Source: an optimization exercise on an open RTL-to-GDS flow (aim: small area). Production flows keep margins and buffers that such runs may drop.
The RTL was checked by simulation tests, not by an equivalence proof against the original design.
The clock port is modelled as an ideal driver; clocking choices that lean on that would not hold on a real chip.
Power is estimated from default activity; no workload was simulated.

## try-amber
Design final_top, start of the top module:
module final_top(
	input clk,
	input rst_n,
	input [7:0] datain,
	input random_btn,
	output big,
	output smal,
	output [7:0] seg,
	output [3:0] sel,
	output [3:0] led_out,
	output [7:0] key
);
Size: roughly 270 cells after synthesis, about 47 flip-flops, ~2000 µm² of cells after synthesis.
==> module final_top, before the edit <==
module final_top(
	input clk,
	input rst_n,
	input [7:0] datain,
	input random_btn,
	output big,
	output smal,
	output [7:0] seg,
	output [3:0] sel,
	output [3:0] led_out,
	output [7:0] key
);
reg [7:0] Rx;
wire [7:0] R = Rx ^ 8'h55;
reg       out;
reg       npre;
reg       e8;
always @(posedge clk)
	if (!rst_n) begin
		Rx <= 8'h55; out <= 1'b0; npre <= 1'b0; e8 <= 1'b0;
	end else begin
		Rx <= {R[6:0], out} ^ 8'h55;
		out <= ~npre | (R[7] ^ R[6]);
		npre <= npre | e8;
		e8 <= R[7];
	end
reg [7:0] k;
reg       bq;
always @(posedge clk)
	if (!rst_n) begin
		k <= 8'hAA; bq <= 1'b0;
	end else begin
		bq <= random_btn;
		if (random_btn & ~bq) k <= R;
	end
assign key  = k;
assign big  = datain > k;
assign smal = datain < k;
wire match = (datain == k);
reg rf, lf;
always @(posedge clk) begin
	rf <= ~rst_n | match;
	lf <= rst_n & match;
end
reg       tc;
reg [1:0] dc;
reg [6:0] Y;
reg       b;
reg [3:0] sl;
reg [2:0] sh;
reg [3:0] ml;
reg [2:0] mt;
reg [3:0] dig;
always @*
	case (dc)
		2'd0: dig = sl;
		2'd1: dig = {1'b0, sh};
		2'd2: dig = ml;
		default: dig = {1'b0, mt};
	endcase
wire [3:0] sl_n, ml_n; wire [2:0] sh_n, mt_n;
assign sl_n[0] = (~sl[0]);
assign sl_n[1] = (sl[0] & ~sl[1] & ~sl[3]) | (~sl[0] & sl[1]);
assign sl_n[2] = (sl[0] & sl[1] & ~sl[2]) | (~sl[1] & sl[2]) | (~sl[0] & sl[2]);
assign sl_n[3] = (~sl[0] & sl[3]) | (sl[0] & sl[1] & sl[2]);
assign ml_n[0] = (~ml[0]);
assign ml_n[1] = (ml[0] & ~ml[1] & ~ml[3]) | (~ml[0] & ml[1]);
assign ml_n[2] = (ml[0] & ml[1] & ~ml[2]) | (~ml[1] & ml[2]) | (~ml[0] & ml[2]);
assign ml_n[3] = (~ml[0] & ml[3]) | (ml[0] & ml[1] & ml[2]);
assign sh_n[0] = (~sh[0]);
assign sh_n[1] = (sh[0] & ~sh[1] & ~sh[2]) | (~sh[0] & sh[1]);
assign sh_n[2] = (sh[0] & sh[1]) | (~sh[0] & sh[2]);
assign mt_n[0] = (~mt[0]);
assign mt_n[1] = (mt[0] & ~mt[1] & ~mt[2]) | (~mt[0] & mt[1]);
assign mt_n[2] = (mt[0] & mt[1]) | (~mt[0] & mt[2]);
wire sl9 = (sl[0] & sl[3]);
wire ml9 = (ml[0] & ml[3]);
wire sh5 = (sh[0] & sh[2]);
wire s15 = (sl[0] & ~sl[1] & sl[2] & sh[0]);
wire s22 = (~sl[0] & sl[1] & sh[1]);
wire s25 = (sl[0] & sl[2] & sh[1]);
wire [3:0] sv;
assign sv[0] = (~sl[0] & ~sl[1] & ~sh[0] & ~sh[1]) | (sl[0] & sl[1] & sh[1]) | (~sl[0] & sl[1] & sh[0]) | (sl[1] & sl[2] & sh[0]) | (sl[3] & sh[0]) | (~sl[0] & sl[2] & sh[1]);
assign sv[1] = (~sl[0] & ~sl[1] & sh[1]) | (sl[0] & ~sl[1] & ~sh[0] & ~sh[1]) | (sl[0] & sl[1] & sh[0]) | (sl[3] & sh[0]) | (sl[2] & sh[1]);
assign sv[2] = (~sl[0] & sl[1] & ~sh[0] & ~sh[1]) | (~sl[0] & ~sl[1] & sh[0]) | (sl[3] & sh[0]) | (~sl[0] & ~sl[1] & sh[1]) | (sl[0] & ~sl[2] & sh[1]);
assign sv[3] = (~sl[1] & sh[1]) | (~sl[0] & sh[1]) | (sl[0] & sl[1] & ~sh[0] & ~sh[1]) | (sl[0] & ~sl[1] & sh[0]);
wire bomb = (ml[1]) | (ml[2]) | (ml[3]);
wire [6:0] s7;
assign s7[0] = (~dig[0] & ~dig[2]) | (dig[1]) | (dig[0] & dig[2]) | (dig[3]);
assign s7[1] = (~dig[2]) | (~dig[0] & ~dig[1]) | (dig[0] & dig[1]);
assign s7[2] = (~dig[1]) | (dig[0]) | (dig[2]);
assign s7[3] = (~dig[0] & ~dig[2]) | (dig[1] & ~dig[2]) | (dig[0] & ~dig[1] & dig[2]) | (~dig[0] & dig[1]) | (dig[3]);
assign s7[4] = (~dig[0] & ~dig[2]) | (~dig[0] & dig[1]);
assign s7[5] = (~dig[0] & ~dig[1]) | (~dig[1] & dig[2]) | (~dig[0] & dig[2]) | (dig[3]);
assign s7[6] = (dig[1] & ~dig[2]) | (~dig[1] & dig[2]) | (dig[3]) | (~dig[0] & dig[1]);
wire tick = tc | lf;
wire t4   = tick & (dc == 2'd3);
wire W    = t4 & (Y == 7'd80);
wire inc  = W & b & ~(lf & tc);
wire lend = lf & inc;
wire g2   = lend & (s15 | s22);
wire g3   = lend & s25;
wire gap  = g2 | g3;
wire c_sh = inc & sl9;
wire c_ml = c_sh & sh5;
wire c_mt = c_ml & ml9;
wire keep = rst_n & (match ? lf : ~rf);
always @(posedge clk)
	if (!keep) begin
		tc <= 1'b0; dc <= 2'd0; Y <= 7'd0; b <= 1'b0;
		sl <= 4'd0; sh <= 3'd0; ml <= 4'd0; mt <= 3'd0;
	end else begin
		tc <= lf ? (gap | (tc & ~W)) : ~tc;
		if (gap) dc <= {g2, g3};
		else if (tick) dc <= dc + 2'd1;
		if (gap) Y <= 7'd80;
		else if (t4) Y <= W ? 7'd0 : {Y[5:0], ~(Y[6] ^ Y[5])};
		if (W) b <= ~b | gap;
		if (inc) begin
			if (lf & s25) begin
				sl <= 4'd0; sh <= 3'd0;
			end else begin
				sl <= sl_n;
				if (c_sh) sh <= sh_n;
			end
		end
		if (c_ml) ml <= ml_n;
		if (c_mt) mt <= (mt == 3'd5) ? 3'd0 : mt + 3'd1;
	end
wire [6:0] bp;
assign bp[0] = ~dc[1] ^ dc[0];
assign bp[1] = dc[1] & ~dc[0];
assign bp[2] = dc[1] & ~dc[0];
assign bp[3] = ~(dc[1] & dc[0]);
assign bp[4] = 1'b1;
assign bp[5] = ~(dc[0] & ~dc[1]);
assign bp[6] = dc[0];
wire [7:0] seg_d = bomb ? {1'b1, bp} : {~dc[0], s7};
wire [3:0] sel_d = {~(dc == 2'd0), ~(dc == 2'd1), ~(dc == 2'd2), ~(dc == 2'd3)};
assign seg = rf ? 8'd0 : seg_d;
assign sel = rf ? 4'd0 : sel_d;
assign led_out = sv & {4{b & ~tc & lf}};
endmodule
export LEC_CHECK = 0
export CAP_MARGIN = 20
export CORE_MARGIN = 2
export CORE_UTILIZATION = 40
export SLEW_MARGIN = 20
create_clock -name core_clock -period 10.0 [get_ports {clk}]
standard.sh (not shown) runs the stock make flow with config.mk's settings and CLKGATE_MAP_FILE= SYNTH_SCRIPT=/design/flow/synth_recipe.tcl, a recipe that flattens the netlist after the stock synthesis.
==> flow/flow/run.sh <==
#!/bin/bash
# Layout flow: the standard flow (standard.sh, ORFS) with these changes:
#  - synthesis: the same script (synth_recipe.tcl), but the final ABC mapping
#    is area-oriented (flow/area_abc.tcl: the smallest result of the ABC
#    scripts flow/abc_*.script) instead of the speed script with buffering
#    and sizing, and adders are left to ABC instead of half/full-adder cells.
#    The registers (mapped by dfflibmap before ABC) are untouched; the flow
#    checks that they match the standard synthesis's (names and cell types)
#    and falls back to the standard synthesis if they do not.
#  - port buffers are buf_1 cells;
set -e
here=$(pwd)
{
  head -1 synth_recipe.tcl
  echo "source $here/flow/area_abc.tcl"
  tail -n +2 synth_recipe.tcl
} > area_synth.tcl
export AREA_ABC_SCRIPTS="$(ls $here/flow/abc_*.script | tr '\n' ' ')"
export BUFFER_PORTS_ARGS="-buffer_cell sky130_fd_sc_hd__buf_1"
export MANUAL_CTS_DIR="$here/flow"
export PRE_CTS_TCL="$here/flow/pre_cts.tcl"

# reference: the standard synthesis, for its registers
sed -e "s|WORK_HOME=[^ ]*|WORK_HOME=$here/orfs_ref|" standard.sh > ref_standard.sh
bash ref_standard.sh synth > flow_ref_synth.log 2>&1
sed -e "s|SYNTH_SCRIPT=[^ ]*|SYNTH_SCRIPT=$here/area_synth.tcl ADDER_MAP_FILE=|" standard.sh > area_standard.sh
bash area_standard.sh synth > flow_synth.log 2>&1
regs() { grep -E '^ *sky130_fd_sc_hd__(df|edf|sdf)[a-z0-9_]* ' "$1" | sort; }
res=orfs/results/sky130hd/final_top/base
if ! diff <(regs orfs_ref/results/sky130hd/final_top/base/1_2_yosys.v) <(regs $res/1_2_yosys.v) > flow_regs_diff.log; then
  echo "registers differ from the standard synthesis: using the standard synthesis" | tee -a flow_synth.log
  cp orfs_ref/results/sky130hd/final_top/base/1_2_yosys.v $res/1_2_yosys.v
  touch $res/1_2_yosys.v
fi
bash area_standard.sh > flow_standard.log 2>&1
Other scripts of this flow, unchanged in this note and not shown: flow/flow/abc_c5.script, flow/flow/abc_c8.script, flow/flow/abc_c9.script, flow/flow/abc_d1.script, flow/flow/abc_ds11.script, flow/flow/abc_ds23.script, flow/flow/abc_ds37.script, flow/flow/abc_ds53.script, flow/flow/abc_ds71.script, flow/flow/abc_ds89.script, flow/flow/abc_dt17.script, flow/flow/abc_dt29.script, flow/flow/abc_dt3.script, flow/flow/abc_dt41.script, flow/flow/abc_dt61.script, flow/flow/abc_dt97.script, flow/flow/abc_e1.script, flow/flow/abc_e2.script, flow/flow/abc_e3.script, flow/flow/area_abc.tcl, flow/flow/manual_cts.tcl, flow/flow/pre_cts.tcl
Inputs modified between try-amber and try-delta:
diff --git a/flow/design.v b/flow/design.v
--- a/flow/design.v
+++ b/flow/design.v
@@ -93,13 +93,13 @@
 assign s7[4] = (~dig[0] & ~dig[2]) | (~dig[0] & dig[1]);
 assign s7[5] = (~dig[0] & ~dig[1]) | (~dig[1] & dig[2]) | (~dig[0] & dig[2]) | (dig[3]);
 assign s7[6] = (dig[1] & ~dig[2]) | (~dig[1] & dig[2]) | (dig[3]) | (~dig[0] & dig[1]);
 wire tick = tc | lf;
 wire t4   = tick & (dc == 2'd3);
 wire W    = t4 & (Y == 7'd80);
-wire inc  = W & b & ~(lf & tc);
+wire inc  = W & b;
 wire lend = lf & inc;
 wire g2   = lend & (s15 | s22);
 wire g3   = lend & s25;
 wire gap  = g2 | g3;
 wire c_sh = inc & sl9;
 wire c_ml = c_sh & sh5;
@@ -107,18 +107,18 @@
 wire keep = rst_n & (match ? lf : ~rf);
 always @(posedge clk)
 	if (!keep) begin
 		tc <= 1'b0; dc <= 2'd0; Y <= 7'd0; b <= 1'b0;
 		sl <= 4'd0; sh <= 3'd0; ml <= 4'd0; mt <= 3'd0;
 	end else begin
-		tc <= lf ? (gap | (tc & ~W)) : ~tc;
+		tc <= ~tc;
 		if (gap) dc <= {g2, g3};
 		else if (tick) dc <= dc + 2'd1;
-		if (gap) Y <= 7'd80;
+		if (gap) Y <= 7'd64;
 		else if (t4) Y <= W ? 7'd0 : {Y[5:0], ~(Y[6] ^ Y[5])};
-		if (W) b <= ~b | gap;
+		if (W) b <= ~b;
 		if (inc) begin
 			if (lf & s25) begin
 				sl <= 4'd0; sh <= 3'd0;
 			end else begin
 				sl <= sl_n;
 				if (c_sh) sh <= sh_n;
@@ -136,8 +136,8 @@
 assign bp[5] = ~(dc[0] & ~dc[1]);
 assign bp[6] = dc[0];
 wire [7:0] seg_d = bomb ? {1'b1, bp} : {~dc[0], s7};
 wire [3:0] sel_d = {~(dc == 2'd0), ~(dc == 2'd1), ~(dc == 2'd2), ~(dc == 2'd3)};
 assign seg = rf ? 8'd0 : seg_d;
 assign sel = rf ? 4'd0 : sel_d;
-assign led_out = sv & {4{b & ~tc & lf}};
+assign led_out = sv & {4{b & lf}};
 endmodule
--- outcome ---
Per the comparison of try-delta with try-amber, count of flip-flops and latches ~0 delta, fraction of power consumed by combinational cells -0.2 points, placed cell area -38 µm², sequential share of layout area +0.69 points.
Higher share of total power in the clock network among try-amber and try-delta: try-delta
Compared with try-amber, try-delta shows a lower net count of the mapped netlist.
In try-delta the utilization turned out 0.48 points lower than in try-amber.
Changes observed in try-delta relative to try-amber: post-placement worst setup slack decreased 0.20 ns; final cell count decreased 0.81%.

-- what the ideal ports hide --
The results above use ideal ports. As a check the final layouts listed here were re-extracted and re-timed, cells and wires unchanged. Step 1: set_driving_cell puts a clkbuf_16 on clk and a buf_2 on each other input, an assumption about the parent block. Step 2 adds t to the input delays and takes it off the output delays; t is the mean of the earliest and latest rising clock arrival at the registers after step 1. Input paths then give back, and output paths get back, about the clock's delay inside the block. Three values: no drivers, after step 1, after step 2; two values: the first two.
| run | t, ns | setup slack, ns | worst setup path at the end | worst data-port slew with drivers (ns) | cell pins on the clock port's net |
|---|---|---|---|---|---|
| try-amber | 0.192 | 4.843 / 4.823 / 4.823 | input to output | 0.03 | 3 |
| try-delta | 0.197 | 4.643 / 4.621 / 4.621 | input to output | 0.03 | 3 |
After both steps every run listed still meets setup and hold. The setup slack of try-delta, which loses most, moves by -0.022 ns with the drivers and by -0.022 ns with both steps.
